From an optimization exercise on the open Yosys and OpenROAD flow, aimed at small area; shortcuts taken in it are not production practice. Where RTL was checked, it was by simulation tests only, not by an equivalence proof against the original. For run 3, only the layout was checked, not whether the RTL still works. Power and IR drop assume default switching activity.

File: config.mk
export PLATFORM = sky130hd
export DESIGN_NAME = CPU
export DESIGN_NICKNAME = CPU
export VERILOG_FILES = /design/flow/design.v
export SDC_FILE = /design/flow/constraint.sdc
export NUM_CORES = 4
export LEC_CHECK = 0
export ABC_AREA = 1
export CAP_MARGIN = 20
export CORE_MARGIN = 2
export CORE_UTILIZATION = 50
export GPL_TIMING_DRIVEN = 0
export PLACE_DENSITY = 0.7
export SETUP_SLACK_MARGIN = 0.03
export SLEW_MARGIN = 20
export SYNTH_HIERARCHICAL = 1
File: constraint.sdc
create_clock -name core_clock -period 5.0 [get_ports {clk}]
set_input_delay 1.0000 -clock core_clock [delete_from_list [all_inputs] [get_ports {clk}]]
set_output_delay 1.0000 -clock core_clock [all_outputs]
set_load 0.01 [all_outputs]
File: design.v
`timescale 1ns / 1ns
module CPU (
    input [15:0] inst,
    input clk,
    input rst,
    input enable,
    input [15:0] data_in_memory,
    output read_write_memory,
    output [15:0] data_out_memory,
    output [8:0] addr,
    output reg [7:0] PC
);
    reg Z, N, C;
    reg Z_lazy;
    reg [15:0] register_A;
    reg [15:0] register_B;
    wire [3:0] op = inst[15:12];
    wire [15:0] A = register_A;
    wire [15:0] B = register_B;
    wire is_ld   = op == 4'b0000;
    wire is_st   = op == 4'b0001;
    wire is_inc  = op == 4'b0010;
    wire is_br   = op == 4'b0011;
    wire is_add  = op == 4'b0100;
    wire is_sub  = op == 4'b0101;
    wire is_or   = op == 4'b0110;
    wire is_and  = op == 4'b0111;
    wire is_xor  = op == 4'b1000;
    wire is_shr  = op == 4'b1001;
    wire is_mov  = op == 4'b1010;
    wire is_exch = op == 4'b1011;
    wire is_cmp  = op == 4'b1100;
    wire is_set  = op == 4'b1101;
    wire is_clr  = op == 4'b1110;
    wire inc_b = is_inc & inst[11];
    wire arith = is_inc | is_add | is_sub | is_cmp;
    wire subm  = is_sub | is_cmp;
    wire logic_op = is_or | is_and | is_xor;
    wire flag_a = is_inc | is_add | is_sub | logic_op;    
    wire xB = (is_st | is_inc) & inst[11];
    wire xS = is_shr;
    wire xA = ~(is_ld | is_exch | is_shr | ((is_st | is_inc) & inst[11]));
    wire [15:0] X;
    assign addr = inst[8:0];
    assign data_out_memory = X;
    assign read_write_memory = enable & is_st;
    wire yB  = (is_add | logic_op | is_exch);
    wire yNB = subm;
    wire yD  = is_ld & ~inst[10];
    wire yIL = (is_inc | is_ld & inst[10] & ~inst[9]);
    wire yIH = is_ld & inst[10] & inst[9];
    wire [15:0] imm = {inst[7:0], inst[7:0]};
    wire [15:0] p, po, g;    
    genvar i;
    generate for (i = 0; i < 16; i = i + 1) begin : gs
        wire sh = (i == 15) ? 1'b0 : A[i+1];
        wire yI = (i < 8) ? yIL : yIH;
        CPU_op uo (.a(A[i]), .a1(sh), .b(B[i]), .d(data_in_memory[i]), .im(imm[i]),
                   .xA(xA), .xB(xB), .yS(xS), .yB(yB), .yNB(yNB), .yD(yD), .yI(yI),
                   .kill(rst), .x(X[i]), .p(p[i]), .po(po[i]), .g(g[i]));
    end endgenerate
    wire [15:0] c;                
    wire [15:0] nc;               
    wire [8:0] cg;
    wire [8:0] ncg;
    assign cg[0] = yNB;
    generate for (i = 0; i < 8; i = i + 1) begin : gc
        wire gg = g[2*i+1] | (po[2*i+1] & g[2*i]);
        wire pp = po[2*i+1] & po[2*i];
        if (i % 2 == 0) begin
            if (i < 7) CPU_cy_e us (.p(pp), .g(gg), .ci(cg[i]), .nco(ncg[i+1]));
            CPU_cy_e ui (.p(po[2*i]), .g(g[2*i]), .ci(cg[i]), .nco(nc[2*i+1]));
            assign c[2*i] = cg[i];
        end else begin
            if (i < 7) CPU_cy_o us (.np(~pp), .ng(~gg), .nci(ncg[i]), .co(cg[i+1]));
            CPU_ci_o ui (.p(po[2*i]), .g(g[2*i]), .nci(ncg[i]), .co(c[2*i+1]));
            assign nc[2*i] = ncg[i];
        end
    end endgenerate
    wire k_ar  = arith & ~rst;
    wire k_or  = is_or & ~rst;
    wire k_and = is_and & ~rst;
    wire [15:0] F;
    generate for (i = 0; i < 16; i = i + 1) begin : gf
        if ((i % 4 == 0) || (i % 4 == 3))
            CPU_fb_e uf (.p(p[i]), .g(g[i]), .po(po[i]), .c(c[i]), .kar(k_ar), .kor(k_or), .kand(k_and), .f(F[i]));
        else
            CPU_fb_o uf (.p(p[i]), .g(g[i]), .po(po[i]), .nc(nc[i]), .kar(k_ar), .kor(k_or), .kand(k_and), .f(F[i]));
    end endgenerate
    wire wA = rst | enable & ((is_inc & ~inst[11]) | is_add | is_sub | logic_op | is_shr | is_exch | (is_ld & ~inst[11]));
    wire wB = rst | enable & (inc_b | is_mov | is_exch | (is_ld & inst[11]));
    wire [15:0] A_n = wA ? F : A;
    wire [15:0] B_n = wB ? ((is_exch & ~rst) ? A : F) : B;
    wire zA = A == 16'h0000;
    wire Zeff = Z_lazy ? zA : Z;
    wire zcmp = &p;                        
    wire s15 = F[15];
    wire a15 = A[15];
    wire b15 = B[15];
    reg Z_n, Zl_n, N0, N1, C0, C1;
    always @(*) begin
        Z_n = Z; Zl_n = Z_lazy;
        N0 = N; N1 = N; C0 = C; C1 = C;
        if (rst) begin
            Z_n = 1'b0; Zl_n = 1'b0;
            N0 = 1'b0; N1 = 1'b0; C0 = 1'b0; C1 = 1'b0;
        end
        else if (enable) begin
            Z_n = Zeff; Zl_n = 1'b0;
            if (flag_a) Zl_n = 1'b1;
            if (flag_a & ~inc_b | is_cmp) begin
                N0 = 1'b0; N1 = 1'b1;
                C0 = a15 | b15; C1 = a15 & b15;
            end
            if (inc_b) begin
                N0 = a15; N1 = a15;
                C0 = 1'b0; C1 = 1'b1;
            end
            if (is_cmp) Z_n = zcmp;
            if (is_shr) begin C0 = A[0]; C1 = A[0]; end
            if (is_set) begin
                if (inst[10]) Z_n = 1'b1;
                if (inst[9])  begin N0 = 1'b1; N1 = 1'b1; end
                if (inst[8])  begin C0 = 1'b1; C1 = 1'b1; end
            end
            if (is_clr) begin
                if (inst[10]) Z_n = 1'b0;
                if (inst[9])  begin N0 = 1'b0; N1 = 1'b0; end
                if (inst[8])  begin C0 = 1'b0; C1 = 1'b0; end
            end
        end
    end
    wire N_n, C_n;
    CPU_mx un (.s(s15), .a0(N0), .a1(N1), .y(N_n));
    CPU_mx uc (.s(s15), .a0(C0), .a1(C1), .y(C_n));
    wire [7:0] PC_n;
    CPU_pcn upc (.PC(PC), .inst(inst), .Z(Zeff), .N(N), .C(C), .is_br(is_br), .enable(enable), .rst(rst), .PC_n(PC_n));
    always @(posedge clk) begin
        PC <= PC_n;
        register_A <= A_n;
        register_B <= B_n;
        Z <= Z_n;
        Z_lazy <= Zl_n;
        N <= N_n;
        C <= C_n;
    end
endmodule
module CPU_cy_e (input p, input g, input ci, output nco);
    assign nco = ~(g | (p & ci));
endmodule
module CPU_cy_o (input np, input ng, input nci, output co);
    assign co = ~(ng & (np | nci));
endmodule
module CPU_fb_e (input p, input g, input po, input c, input kar, input kor, input kand, output f);
    assign f = p ^ ((c & kar) | (g & kor) | (po & kand));
endmodule
module CPU_fb_o (input p, input g, input po, input nc, input kar, input kor, input kand, output f);
    assign f = p ^ ((~nc & kar) | (g & kor) | (po & kand));
endmodule
module CPU_ci_o (input p, input g, input nci, output co);
    assign co = g | (p & ~nci);
endmodule
module CPU_mx (input s, input a0, input a1, output y);
    assign y = s ? a1 : a0;
endmodule
module CPU_pcn (input [7:0] PC, input [15:0] inst, input Z, input N, input C, input is_br, input enable, input rst, output [7:0] PC_n);
    wire t0 = (inst[10] == Z) | (inst[9] == N) | (inst[8] == C) | (inst[10:8] == 3'b000);
    wire t1 = (inst[10] & ~Z) | (inst[9] & ~N) | (inst[8] & ~C) | (inst[10:8] == 3'b111);
    wire taken = enable & is_br & (inst[11] ? t1 : t0);
    wire [7:0] pc_c;
    assign pc_c[0] = enable;
    genvar i;
    generate for (i = 1; i < 8; i = i + 1) begin : gpc
        assign pc_c[i] = pc_c[i-1] & PC[i-1];
    end endgenerate
    assign PC_n = rst ? 8'd0 : (taken ? inst[7:0] : PC ^ pc_c);
endmodule
module CPU_op (input a, input a1, input b, input d, input im,
               input xA, input xB, input yS, input yB, input yNB, input yD, input yI,
               input kill, output x, output p, output po, output g);
    wire y = (b & yB) | (~b & yNB) | (d & yD) | (im & yI) | (a1 & yS);
    assign x = (a & xA) | (b & xB);
    assign p = (x ^ y) & ~kill;
    assign po = x | y;
    assign g = x & y;
endmodule
File: flow/run.sh
#!/bin/bash
# Own layout flow: the standard flow (standard.sh) with
#  - synthesis through flow/synth.tcl (ABC script flow/abc.script, no
#    extract_fa),
#  - port buffers and pass-through buffers of sky130_fd_sc_hd__buf_1,
#  - synthesis buffers removed at floorplan instead of an early timing repair.
# Make's full output goes to flow_make.log; each ORFS step keeps its own log
# under orfs/logs/.
set -euo pipefail
W=$(pwd)
bash standard.sh "SYNTH_SCRIPT=$W/flow/synth.tcl" \
  "BUFFER_PORTS_ARGS=-buffer_cell sky130_fd_sc_hd__buf_1" \
  "MIN_BUF_CELL_AND_PORTS=sky130_fd_sc_hd__buf_1 A X" \
  REMOVE_ABC_BUFFERS=1 \
  finish > "$W/flow_make.log" 2>&1
File: flow/abc.script
strash
&get -n
&deepsyn -T 10
&put
dch -f
&get -n
&nf -R 1000
&put
File: flow/synth.tcl
# The standard synthesis (synth_recipe.tcl) with two changes: ABC maps
# with this folder's abc.script, and Yosys's extract_fa is skipped, so the
# adders stay plain gates for ABC to map.
set flow_dir [file dirname [file normalize [info script]]]
proc abc {args} {
  global flow_dir
  set i [lsearch -exact $args -script]
  if { $i >= 0 } { lset args [expr {$i + 1}] $flow_dir/abc.script }
  # weak _0 cells that have a _1 cell of the same area
  foreach c {o21ai_0 and2_0 or2_0 a21boi_0} { lappend args -dont_use sky130_fd_sc_hd__$c }
  yosys abc {*}$args
}
proc extract_fa {args} {}
source [file dirname $flow_dir]/synth_recipe.tcl
File: standard.sh
#!/bin/bash
# synth_recipe.tcl (not shown) runs the flow's synth.tcl, then flattens the netlist and writes it again
# the make line also repeats each setting of config.mk as NAME=value (left out here)
make -C /OpenROAD-flow-scripts/flow DESIGN_CONFIG=/design/flow/config.mk WORK_HOME=/design/flow/orfs CLKGATE_MAP_FILE= SYNTH_SCRIPT=/design/flow/synth_recipe.tcl "${@:-finish}"
==> flow_summary.json, run 1 <==
{
  "route.detailed.drc": 0,
  "track_usage_pct": 29.4,
  "drtIter0Drc": 516,
  "grt_pass1_vias": 3483,
  "path_buf_inv": 2,
  "rsz0062_at_grt": "no",
  "drt_pass1_iterations": 8,
  "maxCapViolCount": 0,
  "cts_max_level": 2,
  "ys_seq_area_share_pct": 34.9,
  "numCtsBuffers": 5,
  "port_buffers": 68,
  "ir_drop_uv": 159,
  "synth_edf_count": 32,
  "synth_cell_types": 42,
  "start_util_pct": 51.2,
  "worstPathMaxFanout": 9,
  "cp_cell_sequence": "clkbuf_4 > or2_4 > or3_4 > nand2_4 > a21oi_4 > a22oi_2 > nand3_2 > a21o_1 > a21oi_4 > o21ai_2 > a21oi_2 > o21ai_2 > a21oi_2 > o21ai_2 > a21oi_2 > inv_2 > a21o_1 > a222oi_1 > xnor2_2 > mux2_4",
  "synth_area_per_cell_um2": 8.98,
  "power_switching_uw": 474,
  "min_path_cells": 2,
  "total_leakage_power_nw": 1.56,
  "core_area_um2": 6720,
  "worst_r2r_startpoint": "register_A[2]$_DFFE_PP_",
  "placed_area_um2": 3840,
  "setup_violations": 0,
  "status": "no timing/DRC/antenna violations",
  "cp-end-kind": "flop",
  "yosys_warnings": 7,
  "nets": 516,
  "drive_gt1_share_pct": 17.0,
  "numClockSinks": 44,
  "path_delay_family": "compound AO/OA/AOI/OAI gates",
  "rrSetupSlack_ps": 1260,
  "wl_met1_um": 4450,
  "fin_worst_skew_ps": 9.96,
  "clkLatencyLatePin_ps": 320,
  "detail_route.wirelength_um": 11400,
  "tightest_slew_ps": 1210,
  "io_pins": 69,
  "ys.flop_type": "edfxtp_1",
  "wl_met2_um": 5250,
  "internal-power_uw": 794,
  "post-route-period-util_pct": 96.3,
  "worstSetupPathType": "in2reg",
  "worst_setup_path_start_kind": "primary input",
  "final_cell_area_um2": 4310,
  "wl_per_cell_um": 20.3,
  "clk_path_buf_depth": 2,
  "post-dp-hpwl_um": 7640,
  "overflow": 0,
  "swShare_pct": 37.4,
  "syn_to_final_growth_pct": 25.4,
  "crit_arrival_ps": 4890,
  "crit_required_ps": 5070,
  "grt_max_degree": 29,
  "stdcell_count": 562,
  "r2r-end": "register_B[15]$_DFFE_PP_",
  "num_rows": 30,
  "power_frac_clock_pct": 22.3,
  "ys_ff_latch": 44,
  "antenna_found_initial": 0,
  "syn_area_um2": 3440,
  "r2r_cells": 16,
  "die_w_um": 86.9,
  "min_from": "Z$_SDFFE_PP0P_",
  "routed.top_layer": "met4",
  "final_antenna_net_count": 0,
  "p_per_area_nw_per_um2": 294,
  "cts_root_buf": "clkbuf_8",
  "async_reset_ff_share_pct": 0,
  "fmaxAchievable_mhz": 208,
  "wl_met3_um": 1360,
  "hold_path_end": "Z$_SDFFE_PP0P_",
  "gp_congestion": 0.902,
  "slew_headroom_pct": 19.1,
  "grt_pass1_wl_um": 17400,
  "hold_path.class": "reg2reg",
  "cts_tree": "yes",
  "syn_inst": 383,
  "die-area_um2": 7560,
  "n_antenna_cell": 0,
  "min_period_ps": 4820,
  "seq_power_share_pct": 40.5,
  "final_max_slew_viol_count": 0,
  "die_h_um": 86.9,
  "critPathSlowestCell": "a222oi_1",
  "clkTransAtPathRegs_ps": 100,
  "dp_cells": 529,
  "hold_violations": 0,
  "combPwrFrac_pct": 37.2,
  "vias": 3817,
  "max_stage_delay_ps": 480,
  "utilization_pct": 64.2,
  "via_per_inst": 6.79,
  "hold-worst-slack_ps": 490
}
## cells in the mapped netlist (all sizes together), types with 2 or more instances
| cell type | n | area [um2] |
|---|---|---|
| nor2 | 14 | 52.6 |
| nand2 | 26 | 97.6 |
| nor4 | 4 | 25.0 |
| clkinv | 32 | 120 |
| buf | 9 | 33.8 |
| dfxtp | 12 | 240 |
| o31ai | 5 | 37.5 |
| nor2b | 4 | 25.0 |
| mux2i | 16 | 160 |
| o22ai | 3 | 18.8 |
| a222oi | 32 | 320 |
| o311a | 2 | 20.0 |
| xnor2 | 21 | 184 |
| mux2 | 18 | 203 |
| a22oi | 16 | 120 |
| nand2b | 8 | 50.1 |
| a21o | 8 | 60.1 |
| nor3 | 7 | 35.0 |
| edfxtp | 32 | 961 |
| nand3 | 21 | 105 |
| and3 | 4 | 25.0 |
| nand4 | 3 | 18.8 |
| nor3b | 16 | 120 |
| a31oi | 4 | 25.0 |
| o21ai | 9 | 45.0 |
| a21oi | 38 | 190 |
| and2 | 4 | 25.0 |
## sequential cells by signal, summed over array words and instances, names as in the netlist
signal      flops
C               1
N               1
PC              8
Z               1
Z_lazy          1
register_A     16
register_B     16
## timing repair
action	CTS	global route
setup endpoints to repair	21	6
hold buffers	0	0
resized for setup	27	18
buffers inserted	11	15
pin swaps	13	16
## metrics by stage
step | TNS (ps) | setup slack [ps] | total power [mW]
after floorplan | -2890 | -574 | 0.776
after global placement | -55080 | -2480 | 0.887
after detailed placement | -19400 | -1600 | 0.903
after CTS | 0 | 58.8 | 1.21
after global routing | 0 | 26.9 | 1.32
final | 0 | 183 | 1.27
## area by class of cell
type                    instances  area [um2]
fillers                       576        2410
flip-flops and latches         44        1200
repair buffers                100         508
clock inverters                 2        15.0
clock buffers                   6        93.8
well taps                      80         100
multi-input cells             298        2270
inverters                      32         120
## worst register-to-register path, cell delays in order, from the launching register on
cell and delay, ps:
edfxtp_1 450, a222oi_1 400, buf_4 190, a21oi_2 60, a21o_1 190, a21oi_4 130, o21ai_2 90, a21oi_2 190
o21ai_2 100, a21oi_2 200, o21ai_2 110, a21oi_2 190, inv_2 40, a21o_1 160, a222oi_1 480, xnor2_2 210
mux2_4 310
## cells by family (layout without fill, tap and decap cells)
group | Yosys count | after routing | synth area share, %
flops | 44 | 44 | 34.9
compound gates | 125 | 125 | 26.3
xor+xnor | 22 | 22 | 5.60
other cells | 1 | 1 | 0.109
simple gates | 116 | 116 | 18.0
buf+inv | 41 | 140 | 4.48
mux | 34 | 34 | 10.6
## power by group through the flow
stage / sequential [mW] / clock (mW) / combinational, mW
floorplan: 0.503 / 0 / 0.274
global placement: 0.516 / 0 / 0.371
detailed placement: 0.518 / 0 / 0.385
CTS: 0.510 / 0.282 / 0.419
global route: 0.520 / 0.293 / 0.512
finish: 0.513 / 0.283 / 0.471
## worst max-delay path by stage
stage | from | endpoint | slack, ps | cells past startpoint
finish | inst[15] | register_B[15]$_DFFE_PP_ | 180 | 20
global route | inst[15] | register_B[15]$_DFFE_PP_ | 30 | 20
CTS | inst[14] | register_B[15]$_DFFE_PP_ | 60 | 20
detailed placement | inst[12] | register_B[15]$_DFFE_PP_ | -1600 | 21
global placement | inst[14] | register_B[15]$_DFFE_PP_ | -2480 | 20
floorplan | inst[14] | register_B[15]$_DFFE_PP_ | -570 | 19
## Yosys stat by module, one instance, submodules excluded, excerpt
module	times used	area [um2]	cells inside
CPU_cy_e	8	5.00	1
CPU_fb_e	8	18.8	2
CPU_cy_o	3	5.00	1
CPU_op	16	48.8	7
CPU_pcn	1	255	43
CPU	1	1950	167
## cell usage in the layout, fill, tap and decap left out, drive strengths merged, types with 2 or more instances in the layout
cell type	instances
a31oi	4
and2	4
edfxtp	32
mux2	18
nor3b	16
a22oi	16
nor3	7
o21ai	9
o311a	2
nor4	4
dfxtp	12
nand2	26
and3	4
nand3	21
a21o	8
a222oi	32
nor2b	4
a21oi	38
o22ai	3
o31ai	5
clkbuf	7
mux2i	16
inv	3
nand4	3
xnor2	21
nor2	14
buf	99
nand2b	8
clkinv	31
## routing by layer
metal  up-vias  global-route usage (%)
met5         -                       0
met4         0                    11.4
met3        44                    4.93
met2       267                    48.6
met1      1795                    38.5
li1       1711                       -
==> run 2: changes to the inputs <==
--- a/config.mk
+++ b/config.mk
@@ -8,9 +8,9 @@
 export ABC_AREA = 1
 export CAP_MARGIN = 20
 export CORE_MARGIN = 2
-export CORE_UTILIZATION = 50
+export CORE_UTILIZATION = 60
 export GPL_TIMING_DRIVEN = 0
-export PLACE_DENSITY = 0.7
+export PLACE_DENSITY = 0.8
 export SETUP_SLACK_MARGIN = 0.03
 export SLEW_MARGIN = 20
 export SYNTH_HIERARCHICAL = 1
==> flow_summary.json, run 2 <==
{
  "status": "no timing/DRC/antenna violations",
  "synth.top_cell.area_share_pct": 27.9,
  "wl_per_cell_um": 21.1,
  "gp_congestion": 0.917,
  "n_antenna_cell": 0,
  "fmaxAchievable_mhz": 205,
  "post-dp-hpwl_um": 7620,
  "start_util_pct": 62.4,
  "drt_pass1_iterations": 7,
  "final_antenna_net_count": 0,
  "tns_ps": 0,
  "worstPathMaxFanout": 11,
  "p_per_area_nw_per_um2": 296,
  "crit_arrival_ps": 4960,
  "cts_max_level": 2,
  "power_switching_uw": 474,
  "cp-end-kind": "flop",
  "cpMostUsedCell": "a21oi_2",
  "cts_tree": "yes",
  "worstSetupPathType": "in2reg",
  "setup_violations": 0,
  "internal-power_uw": 785,
  "ys_seq_area_share_pct": 34.9,
  "min_period_ps": 4890,
  "num_rows": 27,
  "maxCapViolCount": 0,
  "hold_path.class": "reg2reg",
  "critPathSlowestCell": "a222oi_1",
  "yosysMostFrequentCell": "a21oi_1",
  "numCtsBuffers": 5,
  "power_frac_clock_pct": 21.7,
  "crit_required_ps": 5070,
  "yosys-top-cells-area": "edfxtp_1 (28%), a222oi_1 (9.3%), dfxtp_1 (7.0%)",
  "grt_pass1_vias": 3663,
  "total_leakage_power_nw": 1.52,
  "vias": 3855,
  "fill_cells": 390,
  "antenna_found_initial": 0,
  "port_buffers": 68,
  "grt_max_degree": 29,
  "regArea_um2": 1200,
  "fin_ws_ps": 113,
  "ys_ff_latch": 44,
  "ys.flop_type": "edfxtp_1",
  "syn_inst": 383,
  "cp_cell_sequence": "clkbuf_4 > nand2b_4 > nand2b_1 > nand2_1 > and3_4 > buf_4 > buf_4 > mux2i_1 > nand3_2 > a21oi_2 > o21ai_2 > a21oi_2 > o21ai_2 > a21oi_2 > o21ai_2 > a21oi_2 > clkinv_1 > a21o_1 > a222oi_1 > xnor2_2 > mux2_4",
  "fin_worst_skew_ps": 12.0,
  "syn_to_final_growth_pct": 23.8,
  "track_usage_pct": 36.2,
  "io_pins": 69,
  "hold_buffers": 0,
  "core_area_um2": 5510,
  "via_per_inst": 7.02,
  "drtIter0Drc": 676,
  "cts_root_buf": "clkbuf_8",
  "nets": 511,
  "path_delay_family": "compound AO/OA/AOI/OAI gates",
  "path_buf_inv": 4,
  "yosys_warnings": 7,
  "synth_edf_count": 32,
  "multi_input_comb_area_um2": 2270,
  "grt_pass1_wl_um": 17700,
  "ir_drop_uv": 230,
  "post-route-period-util_pct": 97.7,
  "clk_path_buf_depth": 2,
  "combPwrFrac_pct": 37.6,
  "tightest_slew_ps": 943,
  "hold_violations": 0,
  "die_h_um": 79.7,
  "largestRegisters": "register_A: 16 flops, register_B: 16 flops, PC: 8 flops",
  "synth_area_per_cell_um2": 8.98,
  "synth_cell_types": 42,
  "async_reset_ff_share_pct": 0,
  "slew_headroom_pct": 37.2,
  "preCtsSetupSlack_ps": -1580,
  "detail_route.wirelength_um": 11600,
  "final_cell_mix": "buf_1 (63), clkinv_1 (32), a222oi_1 (32), edfxtp_1 (32), a21oi_1 (29)",
  "hold-worst-slack_ps": 489,
  "numClockSinks": 44,
  "die-area_um2": 6350,
  "yosys.area.top_type": "edfxtp_1",
  "seq_power_share_pct": 40.7,
  "synth_common_cells": "a21oi_1 (38), a222oi_1 (32), clkinv_1 (32), edfxtp_1 (32), nand2_1 (26)",
  "final_common_cell": "buf_1",
  "max_stage_delay_ps": 450,
  "worst_setup_path_start_kind": "primary input",
  "clkTransAtPathRegs_ps": 100,
  "syn_area_um2": 3440,
  "swShare_pct": 37.7,
  "clkLatencyLatePin_ps": 310,
  "overflow": 0,
  "die_w_um": 79.7,
  "final_max_slew_viol_count": 0,
  "route.detailed.drc": 0,
  "drive_gt1_share_pct": 15.9
}
## run 2: per-stage QoR
stage | power, mW | util (%) | instances | instance area, um2
after floorplan | 0.776 | - | 374 | 3400
after global placement | 0.883 | 68.1 | 514 | 3750
after detailed placement | 0.905 | 69.5 | 520 | 3830
after CTS | 1.21 | 75.0 | 539 | 4130
after global routing | 1.31 | 77.3 | 549 | 4260
final | 1.26 | 77.3 | 549 | 4260
## run 2: final timing paths
check	start	endpoint	slack, ps	depth (start not counted)
setup / recovery	inst[12]	register_B[15]$_DFFE_PP_	110	21
hold / removal	Z$_SDFFE_PP0P_	Z$_SDFFE_PP0P_	490	2
setup reg to reg	register_A[4]$_DFFE_PP_	register_B[15]$_DFFE_PP_	1200	14
hold reg to reg	Z$_SDFFE_PP0P_	Z$_SDFFE_PP0P_	490	2
## run 2: tightest hold or removal path, stage by stage, from the launching register on
cell	delay (ps)
dfxtp_1	330
nor2_1	80
nor3_1	50
## run 2: Yosys stat by module (local to each module, per instance), a selection
| module | cells | flops+latches | area (um2) | times used |
|---|---|---|---|---|
| CPU_ci_o | 2 | 0 | 11.3 | 4 |
| CPU_cy_o | 1 | 0 | 5.00 | 3 |
| CPU_fb_e | 2 | 0 | 18.8 | 8 |
| CPU_fb_o | 3 | 0 | 22.5 | 8 |
| CPU_mx | 1 | 0 | 11.3 | 2 |
| CPU_op | 7 | 0 | 48.8 | 16 |
| CPU_pcn | 43 | 0 | 255 | 1 |
## run 2: cell families after synthesis
group	after synthesis	share of synthesized area (%)
AND/OR/NAND/NOR	116	18.0
other	1	0.109
flip-flops	44	34.9
buffers and inverters	41	4.48
multiplexers	34	10.6
AO/OA/AOI/OAI	125	26.3
XOR/XNOR	22	5.60
## run 2: cell type report
cell class / instances / area share [%]
clock inverter: 2 / 0.294
sequential: 44 / 28.2
timing repair buffer: 95 / 11.1
tap: 72 / 2.12
inverter: 32 / 2.82
multi-input combinational: 298 / 53.3
clock buffer: 6 / 2.21
## run 2: power by group through the flow
stage / combinational (mW) / sequential (mW) / clock, mW
final: 0.473 / 0.513 / 0.273
after global routing: 0.507 / 0.519 / 0.288
after CTS: 0.430 / 0.510 / 0.272
after detailed placement: 0.388 / 0.518 / 0
after global placement: 0.367 / 0.516 / 0
after floorplan: 0.274 / 0.503 / 0
## run 2: per-layer routing
layer  vias to the layer above  global-route usage (%)  share of wire, %
li1                       1703                       -                 -
met1                      1767                    44.9                37
met2                       303                    59.2                45
met3                        82                    6.56                12
met4                         0                    20.0               6.0
met5                         -                       0                 0
## run 2: timing repair
action / CTS / global route
resized for setup: 29 / 11
setup endpoints to repair: 21 / 7
setup buffers: 11 / 11
pin swaps: 10 / 16
==> run 3: changes to the inputs <==
--- a/design.v
+++ b/design.v
@@ -73,7 +73,7 @@
             assign c[2*i] = cg[i];
         end else begin
             if (i < 7) CPU_cy_o us (.np(~pp), .ng(~gg), .nci(ncg[i]), .co(cg[i+1]));
-            CPU_ci_o ui (.p(po[2*i]), .g(g[2*i]), .nci(ncg[i]), .co(c[2*i+1]));
+            CPU_cy_o ui (.np(~po[2*i]), .ng(~g[2*i]), .nci(ncg[i]), .co(c[2*i+1]));
             assign nc[2*i] = ncg[i];
         end
     end endgenerate
@@ -94,7 +94,6 @@
     wire zA = A == 16'h0000;
     wire Zeff = Z_lazy ? zA : Z;
     wire zcmp = &p;                        
-    wire s15 = F[15];
     wire a15 = A[15];
     wire b15 = B[15];
     reg Z_n, Zl_n, N0, N1, C0, C1;
@@ -131,8 +130,13 @@
         end
     end
     wire N_n, C_n;
-    CPU_mx un (.s(s15), .a0(N0), .a1(N1), .y(N_n));
-    CPU_mx uc (.s(s15), .a0(C0), .a1(C1), .y(C_n));
+    wire q15 = p[15] ^ ((g[15] & k_or) | (po[15] & k_and));
+    wire Nq = q15 ? N1 : N0;
+    wire Cq = q15 ? C1 : C0;
+    wire Nk = (k_ar & q15) ? N0 : (k_ar ? N1 : Nq);
+    wire Ck = (k_ar & q15) ? C0 : (k_ar ? C1 : Cq);
+    CPU_mx un (.s(c[15]), .a0(Nq), .a1(Nk), .y(N_n));
+    CPU_mx uc (.s(c[15]), .a0(Cq), .a1(Ck), .y(C_n));
     wire [7:0] PC_n;
     CPU_pcn upc (.PC(PC), .inst(inst), .Z(Zeff), .N(N), .C(C), .is_br(is_br), .enable(enable), .rst(rst), .PC_n(PC_n));
     always @(posedge clk) begin
@@ -156,9 +160,6 @@
 endmodule
 module CPU_fb_o (input p, input g, input po, input nc, input kar, input kor, input kand, output f);
     assign f = p ^ ((~nc & kar) | (g & kor) | (po & kand));
-endmodule
-module CPU_ci_o (input p, input g, input nci, output co);
-    assign co = g | (p & ~nci);
 endmodule
 module CPU_mx (input s, input a0, input a1, output y);
     assign y = s ? a1 : a0;
==> flow/run.sh (replaced) <==
#!/bin/bash
# Own layout flow: the standard flow (standard.sh) with
#  - synthesis through flow/synth.tcl (ABC script flow/abc.script, no
#    extract_fa),
#  - port buffers and pass-through buffers of sky130_fd_sc_hd__buf_1.
# Make's full output goes to flow_make.log; each ORFS step keeps its own log
# under orfs/logs/.
set -euo pipefail
W=$(pwd)
bash standard.sh "SYNTH_SCRIPT=$W/flow/synth.tcl" \
  "BUFFER_PORTS_ARGS=-buffer_cell sky130_fd_sc_hd__buf_1" \
  "MIN_BUF_CELL_AND_PORTS=sky130_fd_sc_hd__buf_1 A X" \
  finish > "$W/flow_make.log" 2>&1
--- a/config.mk
+++ b/config.mk
@@ -11,6 +11,5 @@
 export CORE_UTILIZATION = 60
 export GPL_TIMING_DRIVEN = 0
 export PLACE_DENSITY = 0.8
-export SETUP_SLACK_MARGIN = 0.03
 export SLEW_MARGIN = 20
 export SYNTH_HIERARCHICAL = 1
==> flow_summary.json, run 3 <==
{
  "status": "no timing/DRC/antenna violations",
  "hold_buffers": 0,
  "post-route-period-util_pct": 97.8,
  "ir_drop_uv": 204,
  "min_period_ps": 4890,
  "setup_violations": 0,
  "ys_seq_area_share_pct": 34.2,
  "yosys_warnings": 7,
  "path_buf_inv": 4,
  "post-dp-hpwl_um": 7910,
  "yosysMostFrequentCell": "clkinv_1",
  "cp-end-kind": "flop",
  "cp_num_cells": 20,
  "synth_common_cells": "clkinv_1 (38), a21oi_1 (34), a222oi_1 (32), edfxtp_1 (32), nand2_1 (24)",
  "slew_headroom_pct": 35.1,
  "vias": 3872,
  "n_antenna_cell": 0,
  "synth_edf_count": 32,
  "tightest_slew_ps": 965,
  "combPwrFrac_pct": 41.0,
  "final_common_cell": "buf_1",
  "nets": 527,
  "worst_r2r_startpoint": "register_A[2]$_DFFE_PP_",
  "grt_max_degree": 29,
  "dp_cells": 539,
  "hold_path.class": "reg2reg",
  "swShare_pct": 39.0,
  "final_antenna_net_count": 0,
  "path_delay_family": "compound AO/OA/AOI/OAI gates",
  "worstPathMaxFanout": 11,
  "port_buffers": 68,
  "synth_cell_types": 41,
  "io_pins": 69,
  "maxCapViolCount": 0,
  "fin_worst_skew_ps": 15.8,
  "num_rows": 27,
  "syn_area_um2": 3510,
  "worst_setup_path_start_kind": "primary input",
  "internal-power_uw": 837,
  "seq_power_share_pct": 39.0,
  "clkLatencyLatePin_ps": 320,
  "drive_gt1_share_pct": 12.8,
  "power_frac_clock_pct": 20.1,
  "track_usage_pct": 35.9,
  "clkTransAtPathRegs_ps": 100,
  "ys_ff_latch": 44,
  "synth_area_per_cell_um2": 8.88,
  "numClockSinks": 44,
  "numCtsBuffers": 5,
  "detail_route.wirelength_um": 11800,
  "drtIter0Drc": 541,
  "power_switching_uw": 534,
  "fill_cells": 404,
  "die_h_um": 80.5,
  "final_max_slew_viol_count": 0,
  "finalPower_mw": 1.37,
  "r2r_cells": 15,
  "largestRegisters": "register_A: 16 flops, register_B: 16 flops, PC: 8 flops",
  "min_path_cells": 2,
  "cts_tree": "yes",
  "wl_per_cell_um": 20.9,
  "total_leakage_power_nw": 1.49,
  "overflow": 0,
  "fmaxAchievable_mhz": 204,
  "cts_max_level": 2,
  "die-area_um2": 6470,
  "route.detailed.drc": 0,
  "critPathSlowestCell": "a222oi_1",
  "via_per_inst": 6.85,
  "cts_root_buf": "clkbuf_8",
  "grt_pass1_wl_um": 17500,
  "grt_pass1_vias": 3511,
  "ys.flop_type": "edfxtp_1",
  "synth.top_cell.area_share_pct": 27.4,
  "crit_required_ps": 5080,
  "gp_congestion": 0.956,
  "yosys.area.top_type": "edfxtp_1",
  "die_w_um": 80.5,
  "crit_arrival_ps": 4970,
  "antenna_found_initial": 0,
  "p_per_area_nw_per_um2": 318,
  "min_from": "Z$_SDFFE_PP0P_",
  "yosys-top-cells-area": "edfxtp_1 (27%), a222oi_1 (9.1%), dfxtp_1 (6.8%)",
  "syn_inst": 395,
  "max_stage_delay_ps": 420,
  "hold_violations": 0,
  "worstSetupPathType": "in2reg",
  "cp-startpoint": "inst[15]",
  "syn_to_final_growth_pct": 22.8,
  "start_util_pct": 62.9,
  "stdcell_count": 565,
  "cp_cell_sequence": "buf_4 > or3_4 > buf_4 > nor3_4 > nor3_4 > a222oi_1 > buf_4 > nand3_2 > a21o_1 > a21oi_4 > o21ai_2 > a21oi_2 > o21ai_2 > a21oi_2 > o21ai_2 > a21oi_2 > inv_2 > a222oi_1 > xnor2_1 > mux2_1",
  "drt_pass1_iterations": 8,
  "final_cell_mix": "buf_1 (72), clkinv_1 (37), a222oi_1 (32), edfxtp_1 (32), a21oi_1 (28)",
  "clk_path_buf_depth": 2,
  "core_area_um2": 5570,
  "async_reset_ff_share_pct": 0
}
## run 3: cell count changes in the layout (fill, tap and decap cells not counted), sizes merged, moves of 4 or more
cell / previous run / this run
a21o: 8 / 4
o21ai: 9 / 19
clkinv: 33 / 37
a21oi: 38 / 34
buf: 93 / 98
## run 3: final cells by class
class	count	area, um2	share of cell area (%)
Tap cell	72	90.1	2.09
Clock inverter	2	15.0	0.348
Sequential cell	44	1200	27.9
Buffer	9	33.8	0.784
Inverter	38	143	3.31
Clock buffer	6	93.8	2.18
Multi-Input combinational cell	304	2290	53.0
Timing Repair Buffer	90	447	10.4
## run 3: kinds of logic (layout without fill, tap and decap cells)
group / count (synthesis) / count (layout) / share of synthesized area [%]
compound gates: 126 / 126 / 25.6
xor+xnor: 24 / 24 / 5.99
buf+inv: 47 / 145 / 5.03
flops: 44 / 44 / 34.2
mux: 37 / 37 / 11.3
other cells: 1 / 1 / 0.107
simple gates: 116 / 116 / 17.7
## run 3: worst reg2reg max path: cells and delay by family, from the launching register on
family          cells  cell delay, ps
xor+xnor            1             170
simple gates        1              90
mux                 1             300
compound gates     10            2070
flops               1             450
buf+inv             2             220
## run 3: path summary, 6_finish.rpt
| path | end | slack, ps |
|---|---|---|
| setup reg to reg | register_B[14]$_DFFE_PP_ | 1460 |
| hold / removal | Z$_SDFFE_PP0P_ | 480 |
| hold reg to reg | Z$_SDFFE_PP0P_ | 480 |
| setup / recovery | register_B[14]$_DFFE_PP_ | 110 |
## run 3: repair_timing
item | 4_1_cts | 5_1_grt
endpoints found under the setup margin | 17 | 7
pin swaps | 6 | 20
gates resized for setup | 14 | 15
buffers inserted | 8 | 10
## run 3: power by group through the flow
stage | Clock [mW] | Sequential [mW] | Combinational (mW)
floorplan | 0 | 0.523 | 0.358
global placement | 0 | 0.539 | 0.470
detailed placement | 0 | 0.541 | 0.489
CTS | 0.276 | 0.532 | 0.510
global route | 0.290 | 0.541 | 0.607
finish | 0.275 | 0.534 | 0.562
## run 3: metal layers
metal	vias up	GRT usage (%)	wire, um
li1	1744	-	-
met2	316	55.3	5190
met3	66	10.1	1720
met5	-	0	0
met4	0	17.6	535
met1	1746	46.3	4370
## run 3: metrics by stage
step	TNS [ps]	hold WS (ps)	worst slack, ps	util [%]	instance area [um2]
2_1_floorplan	0	437	30.5	-	3550
3_3_place_gp	-18690	465	-1470	69.9	3890
3_5_place_dp	-12100	483	-1150	71.1	3960
4_1_cts	0	483	9.06	74.9	4180
5_1_grt	-98.9	504	-54.8	77.3	4310
6_report	0	483	109	77.3	4310
## run 3: per-module statistics from Yosys (local to each module, per instance)
module	cells inside	flip-flops and latches	times used	area, um2
CPU_cy_o	1	0	7	5.00
CPU_fb_o	3	0	8	22.5
CPU	183	44	1	2040
CPU_mx	1	0	2	11.3
CPU_pcn	43	0	1	255
CPU_fb_e	2	0	8	18.8
CPU_cy_e	1	0	8	5.00
CPU_op	7	0	16	48.8

==> static timing again, ports no longer ideal <==
In the flow no input, the clock included, has a driving cell. The finished layouts below were timed again as built, in two steps. Step 1 assumes that a clkbuf_16 drives the clock port and a buf_2 every other input. Step 2 moves the port delays by t, midway between the first and last clock arrival at a register: inputs arrive t later, outputs are due t later. That takes back most of the time a late clock gives input paths. Three values: ideal, step 1, step 2; two values: the first two.
| run | shift t [ns] | slack for setup (ns) | worst setup path after step 2 | latest minus earliest clock arrival (ns) | worst register clock-pin slew, ns |
|---|---|---|---|---|---|
| run 1 | 0.341 | 0.183 / 0.194 / -0.147 | input to register | 0.010 / 0.010 | 0.10 / 0.10 |
| run 2 | 0.337 | 0.113 / 0.122 / -0.215 | input to register | 0.012 / 0.012 | 0.10 / 0.10 |
| run 3 | 0.337 | 0.109 / 0.117 / -0.220 | input to register | 0.015 / 0.016 | 0.10 / 0.10 |
Met with ideal ports but missed after step 2: setup timing in every run listed. The setup slack of run 1, which loses most, moves by +0.011 ns with the drivers and by -0.330 ns with both steps.
